Source: an optimization exercise on an open RTL-to-GDS flow (aim: small area). Production flows keep margins and buffers that such runs may drop. The RTL was checked by simulation tests, not by an equivalence proof against the original design.

==> flow/design.v (outline; a module is shown in full before it is edited, if it fits) <==
// module cordic_rotation_top: 5382 lines
module cordic_rotation_top(
    input clk, input nreset, input enable,
    input signed [15:0] x_vec_in, input signed [15:0] y_vec_in,
    input [19:0] target_angle,
    output wire signed [15:0] x_vec_out, output wire signed [15:0] y_vec_out,
    output reg done);
  // ...
==> flow/run.sh <==
#!/bin/bash
# synth_recipe.tcl (not shown) runs the flow's synth.tcl, then flattens the netlist and writes it again
# the make line also repeats each setting of config.mk as NAME=value (left out here)
make -C /OpenROAD-flow-scripts/flow DESIGN_CONFIG=/design/flow/config.mk WORK_HOME=/design/flow/orfs CLKGATE_MAP_FILE= SYNTH_SCRIPT=/design/flow/synth_recipe.tcl finish
==> flow/config.mk <==
export PLATFORM = sky130hd
export DESIGN_NAME = cordic_rotation_top
export DESIGN_NICKNAME = cordic_rotation_top
export VERILOG_FILES = /design/flow/design.v
export SDC_FILE = /design/flow/constraint.sdc
export NUM_CORES = 4
export LEC_CHECK = 0
export ABC_AREA = 1
export CAP_MARGIN = 20
export CORE_MARGIN = 2
export CORE_UTILIZATION = 40
export CTS_CLUSTER_DIAMETER = 100
export CTS_CLUSTER_SIZE = 34
export GPL_TIMING_DRIVEN = 0
export PLACE_DENSITY = 0.6
export SLEW_MARGIN = 20
==> flow/constraint.sdc <==
create_clock -name core_clock -period 6.0 [get_ports {clk}]
set_input_delay 1.2000 -clock core_clock [delete_from_list [all_inputs] [get_ports {clk}]]
set_output_delay 1.2000 -clock core_clock [all_outputs]
set_load 0.01 [all_outputs]
==> impl_results.md, run 1 <==
- Register area: 7365 sq um
- Die Ht: 283.2 um
- Non-filler cells, final: 5052
- Post-Place Cells: 4988
- Antenna violations before repair: 1
- DIE AREA: 80210 sq um
- Vias per std cell: 4.580
- Yosys top cell by area: dfxtp_1
- Average routed wire per standard cell: 11.73 um
- Worst hold margin: between 0.3 and 0.4 ns
- HP Start: q8_p4[0]
- Hold crit path type: reg2reg
- Critical Path Start Type: flop
- CTS tree: built
- CTS max path bufs: 3
- # IOs: 88
- Critical path's most frequent cell: a21o_1
- Max stage delay on crit path: approximately 0.44 ns
- Layout cells sized above 1: 8.350%
- Post-Synth Adder-Cell Area: 23.34%
- Row count: 102
- Synthesized flop and latch total: 367
- Status: finished clean
- Post CTS Setup Buffer Count: 2
- # DRC: 0
- Final Max Slew Viols: 0
- Most frequent cells in the layout: nand2_1 (627), inv_1 (597), xor2_1 (532), dfxtp_1 (357), ha_1 (352)
- Fin. Hold Viols: 0
- Commonest non-fill, non-tap cell in the layout: nand2_1
- Largest net degree at the start of global routing: 29
- Number of clock buffers in the layout: 24
- Post-synthesis compound-gate area fraction: 8.433%
- Post-DRT Antenna Nets: 0
- Die W: ~280 um
- Crit path to: myo_p9[14]
- 1st-pass router iterations: 6
- Non-clock buffers, area share: 3.766%
- Initial DRC count: approximately 730
- CTS H-tree depth: 1
- Mux contribution to synthesized area: 0.1364%
- Final setup TNS: 0 ns
==> run 2, diff against run 1 <==
--- a/flow/config.mk
+++ b/flow/config.mk
@@ -8,9 +8,11 @@
 export ABC_AREA = 1
 export CAP_MARGIN = 20
+export CELL_PAD_IN_SITES_DETAIL_PLACEMENT = 0
+export CELL_PAD_IN_SITES_GLOBAL_PLACEMENT = 0
 export CORE_MARGIN = 2
-export CORE_UTILIZATION = 40
+export CORE_UTILIZATION = 50
 export CTS_CLUSTER_DIAMETER = 100
 export CTS_CLUSTER_SIZE = 34
 export GPL_TIMING_DRIVEN = 0
-export PLACE_DENSITY = 0.6
+export PLACE_DENSITY = 0.7
 export SLEW_MARGIN = 20
==> run 2 against run 1 <==
Clock skew up 0.00070 ns. Fmax shrank 0.10%. Final cell count is 3.9% lower. Critical path type unchanged. Non-clock buffer count is 8 higher. First-iteration DRC count is 7.8% higher. Sequential share of layout area up 0.21 points. Critical endpoint unchanged.
==> impl_results.md, run 2 <==
- Critical Path Start Type: flop (unchanged)
- Critical path's most frequent cell: a21o_1 (unchanged)
- Die Ht: 253.7 um (was 283.2 um)
- Final setup TNS: 0 ns (unchanged)
- Via count: 23390 (was 23140)
- Post-synth EDFFs: 0 (unchanged)
- Synth Cell Area: 31190 sq um (unchanged)
- First-pass GRT wire length: 101000 um (was 102700 um)
- YS warnings: 1 (unchanged)
- Crit path max fanout: 5 (was 10)
- Top cell type's share of synthesized area: 23.56% (unchanged)
- Worst EP required: 6.45 ns (about the same)
- Fin. Hold Viols: 0 (unchanged)
- RSZ-0062 raised after global routing: yes
- Top cells by area, synth: dfxtp_1 (24%), xor2_1 (15%), ha_1 (14%), fa_1 (9.2%), nand2_1 (7.7%) (unchanged)
- Register area share after synthesis: 23.56% (unchanged)
- Synthesized flop and latch total: 367 (unchanged)
- WP data arrival: 6.12 ns (was 6.11 ns)
- CORE AREA: 61710 sq um (was 77340 sq um)
- Final min period: 5.665 ns (was 5.659 ns)
- Nets: 4554 (was 4547)
- CTS tree: built (unchanged)
- Least-Margin Pin Slew: 0.7799 ns (was 0.7816 ns)
- Post-Synthesis Mean Instance Area: 8.075 sq um (unchanged)
- Global route total overflow: 0 (unchanged)
- Port bufs: 86 (unchanged)
- Simple-Gate Fraction of Synth Area: 15.41% (unchanged)
- # IOs: 88 (unchanged)
- Post-DRT Antenna Nets: 0 (unchanged)
- CP Capture Type: flop (unchanged)
- Clock root buffer: clkbuf_16 (unchanged)
- DIE AREA: 64390 sq um (was 80210 sq um)
- Status: finished clean (unchanged)
- Initial DRC count: 785 (was 728)
- Final Max Slew Viols: 0 (unchanged)
- Largest net degree at the start of global routing: 31 (was 29)
- CTS max path bufs: 3 (unchanged)
- Largest family of logic cells by synthesized area: adder cells (unchanged)
- Post-Synth Adder-Cell Area: 23.34% (unchanged)
- Mux contribution to synthesized area: 0.1364% (unchanged)
- Post-synth top cells: nand2_1 (641), inv_1 (607), xor2_1 (546) (unchanged)
- Worst hold margin: 0.3338 ns (was 0.3361 ns)
- Most used DFF post-synth: dfxtp_1 (unchanged)
- Layout area overhead: 11.75% (was 12.82%)
- Placer Congestion: 0.8845 (was 0.8630)
- CP Class: reg2reg (unchanged)
- 1st-pass router iterations: 5 (was 6)
- Initial Utilization: 50.54% (was 40.32%)
- Tot GR Track Use: 18.43% (was 14.83%)
- Final Cycle Share: 94.42% (was 94.32%)
- Cell with the most instances after synthesis: nand2_1 (unchanged)
- Layout cells sized above 1: 8.217% (was 8.350%)
- # setup viols final: 0 (unchanged)
- # DRC: 0 (unchanged)
- Max stage delay on crit path: 0.43 ns (was 0.44 ns)
- Synth Instances: 3862 (unchanged)
- Min setup slack post-route: 0.3348 ns (was 0.3406 ns)
- Die W: 253.7 um (was 283.2 um)
- Clock sinks: 367 (unchanged)
- Antenna violations before repair: 0 (was 1)
- Clock buffer count from CTS: 21 (was 22)
- Row count: 91 (was 102)
- CTS H-tree depth: 1 (unchanged)
- Slowest-stage cell, CP: fa_2 (unchanged)
- Commonest non-fill, non-tap cell in the layout: nand2_1 (unchanged)
- Vias per std cell: 4.821 (was 4.580)
- Hold-fix buffers at CTS: 0 (unchanged)
- Area of the multi-input gates: 21910 sq um (was 22000 sq um)
- Antenna cell count: 0 (unchanged)
- Post-Synth XOR/XNOR Area: 20.97% (unchanged)
- Async set or reset register ratio after synthesis: 0% (unchanged)
- Fmax achieved: 176.5 MHz (was 176.7 MHz)
- Post-DP HPWL: 48200 um (was 49690 um)
- Fill count: 5688 (was 7715)
- Register area: 7367 sq um (was 7365 sq um)
- Post-synthesis compound-gate area fraction: 8.433% (unchanged)
- Netlist cell types: 61 (unchanged)
- Number of global-route vias before repair: 22860 (was 22710)
- Hold crit path type: reg2reg (unchanged)
- Syn_nets: 4413 (unchanged)
- Dpl ws: -0.9847 ns (was -1.112 ns)
- Clock Latency Late Sink: 0.57 ns (was 0.58 ns)
- Fin Clk Skew: 0.02375 ns (was 0.02305 ns)
- Slew headroom: 48.01% (was 47.89%)
- Average routed wire per standard cell: 12.10 um (was 11.73 um)
- Most frequent cells in the layout: nand2_1 (631), inv_1 (596), xor2_1 (530), dfxtp_1 (359), ha_1 (351) (was nand2_1 (627), inv_1 (597), xor2_1 (532), dfxtp_1 (357), ha_1 (352))
- Max-cap violations: 0 (unchanged)
- Clock-pin slew on the worst setup and hold paths: 0.10 ns (about the same)
- Final WL: 58730 um (was 59280 um)
- Yosys top cell by area: dfxtp_1 (unchanged)
==> run 2: cell counts after synthesis <==
No cell type changed its count.
==> run 2: cells by family after synthesis <==
family / count (synthesis)
xor gates and xnor gates: 745
DFF: 367
and+or+nand+nor: 1124
buffers and inverters: 673
adders and majority gates: 496
AOI/OAI and AO/OA: 453
muxes: 4
==> run 2: layout make-up <==
type                    instances  area share, %
multi-input cells            2822          62.87
flip-flops and latches        367          21.14
inverters                     629          6.786
repair buffers                122          3.253
well taps                     837          3.005
clock buffers                  22          1.519
plain buffers                  40         0.7324
clock inverters                14         0.6965
==> run 2: per-stage QoR <==
stage,utilization [%],instance area (sq um),cells
6_report,56.47,34850,4853
5_1_grt,56.47,34850,4853
4_1_cts,55.12,34020,4820
3_5_place_dp,53.64,33100,4785
3_3_place_gp,53.63,33090,4785
2_1_floorplan,-,31190,3862
==> run 2: what timing repair did <==
action	4_1_cts	5_1_grt
buffers inserted	2	34
resized for setup	44	181
setup endpoints to repair	65	97
pin swaps	4	51
==> run 2: worst paths after layout <==
kind              startpoint          to  slack [ns]  depth (start not counted)
hold reg to reg     q8_p4[0]   q10_p5[0]        0.33                          0
setup reg to reg     dd14_p8  myo_p9[14]        0.33                         31
hold / removal      q8_p4[0]   q10_p5[0]        0.33                          0
setup / recovery     dd14_p8  myo_p9[14]        0.33                         31
==> run 2: critical path: cells and delay by family, from the launching register on <==
kind / cells / cell delay (ns)
XOR/XNOR: 2 / 0.35
AO/OA/AOI/OAI: 14 / 2.30
AND/OR/NAND/NOR: 6 / 0.55
buffers and inverters: 4 / 0.35
adder cells (fa/ha/maj): 5 / 1.62
flip-flops: 1 / 0.38
==> run 2: layer usage <==
layer  track usage (%)  wire, um  vias to the layer above  share of wire [%]
met3             1.598      1263                       84                2.2
met1             22.21     26310                    10640                 45
met5                 0         0                        -                  0
met4             4.555      1430                        0                2.4
li1                  -         -                    12400                  -
met2             35.02     29730                      273                 51
==> run 3, diff against run 2 <==
==> flow/flow/run.sh (new file) <==
#!/bin/bash
# Own layout flow: the standard ORFS flow, with one change in synthesis: the ABC
# technology-mapping script (flow/abc_area.script) maps the combinational logic for area
# instead of ORFS's default script. Everything else (registers, flattening, renaming,
# floorplan, placement, CTS, routing) is the standard flow via standard.sh.
set -euo pipefail
W="$(pwd)"
# synthesis script: synth_recipe.tcl with the abc command redirected to our mapping script
{
  head -n 1 synth_recipe.tcl
  cat <<TCL
proc abc {args} {
  set i [lsearch -exact \$args -script]
  if {\$i >= 0} { lset args [expr {\$i+1}] {$W/flow/abc_area.script} }
  yosys abc {*}\$args
}
TCL
  tail -n +2 synth_recipe.tcl
} > "$W/own_synth.tcl"
bash standard.sh SYNTH_SCRIPT="$W/own_synth.tcl" finish > "$W/flow_make.log" 2>&1
==> flow/flow/abc_area.script (new file) <==
strash
dch
amap
topo
stime -c
buffer -c
upsize -c
dnsize -c
==> flow/standard.sh (new file) <==
#!/bin/bash
# synth_recipe.tcl (not shown) runs the flow's synth.tcl, then flattens the netlist and writes it again
# the make line also repeats each setting of config.mk as NAME=value (left out here)
make -C /OpenROAD-flow-scripts/flow DESIGN_CONFIG=/design/flow/config.mk WORK_HOME=/design/flow/orfs CLKGATE_MAP_FILE= SYNTH_SCRIPT=/design/flow/synth_recipe.tcl "${@:-finish}"
--- a/flow/config.mk
+++ b/flow/config.mk
@@ -8,11 +8,9 @@
 export ABC_AREA = 1
 export CAP_MARGIN = 20
-export CELL_PAD_IN_SITES_DETAIL_PLACEMENT = 0
-export CELL_PAD_IN_SITES_GLOBAL_PLACEMENT = 0
 export CORE_MARGIN = 2
-export CORE_UTILIZATION = 50
+export CORE_UTILIZATION = 40
 export CTS_CLUSTER_DIAMETER = 100
 export CTS_CLUSTER_SIZE = 34
 export GPL_TIMING_DRIVEN = 0
-export PLACE_DENSITY = 0.7
+export PLACE_DENSITY = 0.6
 export SLEW_MARGIN = 20
removed: flow/run.sh
==> run 3 against run 2 <==
The layout now fails its checks (setup timing). Area after synthesis is 6.3% lower. Design area rose by 4.7%. Utilization down 6.2 points. Wire length up 24%. Critical path type is now in2reg. Highest routed layer unchanged.
==> impl_results.md, run 3 <==
- Status: finished with violations (was finished clean)
- Layout Check Fails: setup timing
- Final Cycle Share: 115.6% (was 94.42%)
- Least-Margin Pin Slew: 0.9450 ns (was 0.7799 ns)
- Synth Instances: 3966 (was 3862)
- Initial DRC count: 1230 (was 785)
- Final core occ: 50.25% (was 56.47%)
- Fmax achieved: 144.2 MHz (was 176.5 MHz)
- Clock sinks: 367 (unchanged)
- CP Capture Type: flop (unchanged)
- Synthesized flop and latch total: 367 (unchanged)
- Top cells by area, synth: dfxtp_1 (25%), ha_1 (15%), fa_1 (9.8%), a21oi_1 (9.1%), nor2_1 (7.7%) (was dfxtp_1 (24%), xor2_1 (15%), ha_1 (14%), fa_1 (9.2%), nand2_1 (7.7%))
- Row count: 99 (was 91)
- CORE AREA: 72590 sq um (was 61710 sq um)
- Critical path's most frequent cell: a21oi_4 (was a21o_1)
- Global route total overflow: 0 (unchanged)
- Fin Clk Skew: 0.03478 ns (was 0.02375 ns)
- # IOs: 88 (unchanged)
- Average routed wire per standard cell: 13.88 um (was 12.10 um)
- Hold crit path type: reg2reg (unchanged)
- Die W: 274.3 um (was 253.7 um)
- Slowest-stage cell, CP: or4_4 (was fa_2)
- 1st-pass router iterations: 5 (unchanged)
- YS warnings: 1 (unchanged)
- Slew headroom: 36.33% (was 48.01%)
- Final Max Slew Viols: 0 (unchanged)
- Max stage delay on crit path: 0.45 ns (was 0.43 ns)
- Via count: 26760 (was 23390)
- Post-synth EDFFs: 0 (unchanged)
- Final WL: 72930 um (was 58730 um)
- Async set or reset register ratio after synthesis: 0% (unchanged)
- Fin. Hold Viols: 0 (unchanged)
- Clock-pin slew on the worst setup and hold paths: 0.12 ns (was 0.10 ns)
- WP data arrival: 7.46 ns (was 6.12 ns)
- Layout cells sized above 1: 18.99% (was 8.217%)
- Die Ht: 274.3 um (was 253.7 um)
- Register area share after synthesis: 25.14% (was 23.56%)
- Antenna violations before repair: 0 (unchanged)
- Clock Latency Late Sink: 0.58 ns (was 0.57 ns)
- CTS tree: built (unchanged)
- # setup viols final: 18 (was 0)
- DIE AREA: 75240 sq um (was 64390 sq um)
- Post-DP HPWL: 55810 um (was 48200 um)
- Worst EP required: 6.52 ns (was 6.45 ns)
- Antenna cell count: 0 (unchanged)
- RSZ-0062 raised after global routing: yes (unchanged)
- First-pass GRT wire length: 116700 um (was 101000 um)
- Max-cap violations: 0 (unchanged)
- Most frequent cells in the layout: nor2_1 (524), inv_1 (433), a21oi_1 (422), nand2_1 (390), dfxtp_1 (353) (was nand2_1 (631), inv_1 (596), xor2_1 (530), dfxtp_1 (359), ha_1 (351))
- CTS max path bufs: 3 (unchanged)
- Final setup TNS: -9.077 ns (was 0 ns)
- Nets: 4834 (was 4554)
- Yosys top cell by area: dfxtp_1 (unchanged)
- Tot GR Track Use: 18.44% (was 18.43%)
- Hold-fix buffers at CTS: 0 (unchanged)
- Placer Congestion: 0.8351 (was 0.8845)
- Layout area overhead: 24.81% (was 11.75%)
- Netlist cell types: 64 (was 61)
- Post-Synthesis Mean Instance Area: 7.369 sq um (was 8.075 sq um)
- CTS H-tree depth: 1 (unchanged)
- Post-synth top cells: nor2_1 (597), a21oi_1 (530), inv_1 (470) (was nand2_1 (641), inv_1 (607), xor2_1 (546))
- Port bufs: 87 (was 86)
- # DRC: 0 (unchanged)
- Most used DFF post-synth: dfxtp_1 (unchanged)
- Clock buffer count from CTS: 21 (unchanged)
- Commonest non-fill, non-tap cell in the layout: nor2_1 (was nand2_1)
- Cell with the most instances after synthesis: nor2_1 (was nand2_1)
- Top cell type's share of synthesized area: 25.14% (was 23.56%)
- Crit path max fanout: 5 (unchanged)
- CP Class: in2reg (was reg2reg)
- Largest net degree at the start of global routing: 35 (was 31)
- Synth Cell Area: 29220 sq um (was 31190 sq um)
- Number of global-route vias before repair: 24590 (was 22860)
- Vias per std cell: 5.091 (was 4.821)
- Final min period: 6.935 ns (was 5.665 ns)
- Clock root buffer: clkbuf_16 (unchanged)
- Min setup slack post-route: -0.9346 ns (was 0.3348 ns)
- Syn_nets: 4517 (was 4413)
- Initial Utilization: 40.26% (was 50.54%)
- Post-DRT Antenna Nets: 0 (unchanged)
- Critical Path Start Type: input port (was flop)
run 3: cell count changes in the layout (fill, tap and decap cells not counted), moves of 96 or more:
cell     delta
o21ai_0   +160
a21oi_1   +284
o22ai_1   +182
nand2_1   -241
xnor2_1   -188
buf_4     +155
nor2_1    +334
inv_1     -163
nand3_1    -96
xor2_1    -524
run 3: worst max-delay path, delay by kind of cell:
| family | cells | cell delay (ns) |
|---|---|---|
| and+or+nand+nor | 19 | 2.62 |
| AOI/OAI and AO/OA | 13 | 2.15 |
| buffers and inverters | 9 | 0.92 |
| adders and majority gates | 3 | 0.57 |
run 3: metal layers:
layer / vias up / share of wire (%) / track usage (%)
met2: 398 / 50 / 33.46
met4: 0 / 2.0 / 3.761
li1: 14370 / - / -
met3: 80 / 2.7 / 1.366
met5: - / 0 / 0
met1: 11910 / 46 / 23.90
run 3: timing repair:
action	CTS	global route
endpoints found under the hold margin	0	0
buffers inserted	116	121
endpoints found under the setup margin	126	102
pin swaps	120	209
cloned	0	1
gates resized for setup	300	431
run 3: worst paths after layout:
| path | from | endpoint | slack [ns] | depth (start not counted) |
|---|---|---|---|---|
| worst max-delay path | target_angle[16] | q2_p1[13] | -0.93 | 44 |
| worst min-delay path | q8_p4[0] | q10_p5[0] | 0.33 | 0 |
| worst max register to register | dd14_p8 | mxo_p9[14] | -0.43 | 42 |
| worst min register to register | q8_p4[0] | q10_p5[0] | 0.33 | 0 |
run 3: kinds of logic after synthesis:
group                    count (synthesis)  share of synthesized area (%)
flip-flops                             367                          25.14
AND/OR/NAND/NOR                       1234                          17.52
buffers and inverters                  559                          7.214
XOR/XNOR                                 7                         0.2098
AO/OA/AOI/OAI                         1303                          25.01
adder cells (fa/ha/maj)                496                          24.91
run 3: area by class of cell:
class | instances | area [sq um]
clock inverter | 15 | 250.2
buffer | 65 | 401.6
timing repair buffer | 296 | 2537
sequential | 367 | 7382
multi-input combinational | 3040 | 22260
tap | 959 | 1200
inverter | 491 | 1903
fill | 7042 | 36110
timing repair inverter | 1 | 6.256
clock buffer | 22 | 539.3
run 3: per-stage QoR:
stage          instance area [sq um]  worst slack, ns  cells  hold slack, ns
3_3_place_gp                   31650           -2.860   5012          0.3127
2_1_floorplan                  29580           -1.328   3966          0.3089
6_report                       36480          -0.9346   5256          0.3255
4_1_cts                        34280          -0.7969   5160          0.3335
5_1_grt                        36480           -1.328   5256          0.3464
3_5_place_dp                   31660           -2.890   5012          0.3121

==> re-timing with driven ports <==
How much do the figures lean on ideal ports? The routed layouts below were timed once more, with nothing changed but the port constraints. Step 1 assumes that a clkbuf_16 drives the clock port and a buf_2 every other input. Step 2 moves the port delays by t, midway between the first and last clock arrival at a register: inputs arrive t later, outputs are due t later. That takes back most of the time a late clock gives input paths. Three values: ideal ports, drivers, drivers and shift; two values: the first two.
| run | shift t [ns] | slack for setup (ns) | worst hold slack (ns) | pins driven straight from the clock port |
|---|---|---|---|---|
| run 1 | 0.635 | 0.341 / 0.341 / -0.215 | 0.336 / 0.336 / 0.336 | 1 |
| run 2 | 0.617 | 0.335 / 0.335 / -0.238 | 0.334 / 0.334 / 0.334 | 1 |
| run 3 | 0.625 | -0.935 / -0.934 / -1.559 | 0.325 / 0.325 / 0.325 | 1 |
With both steps, setup timing fails in run 1 and run 2, where it was met with ideal ports. The setup slack of run 3, which loses most, moves by +0.001 ns with the drivers and by -0.624 ns with both steps.
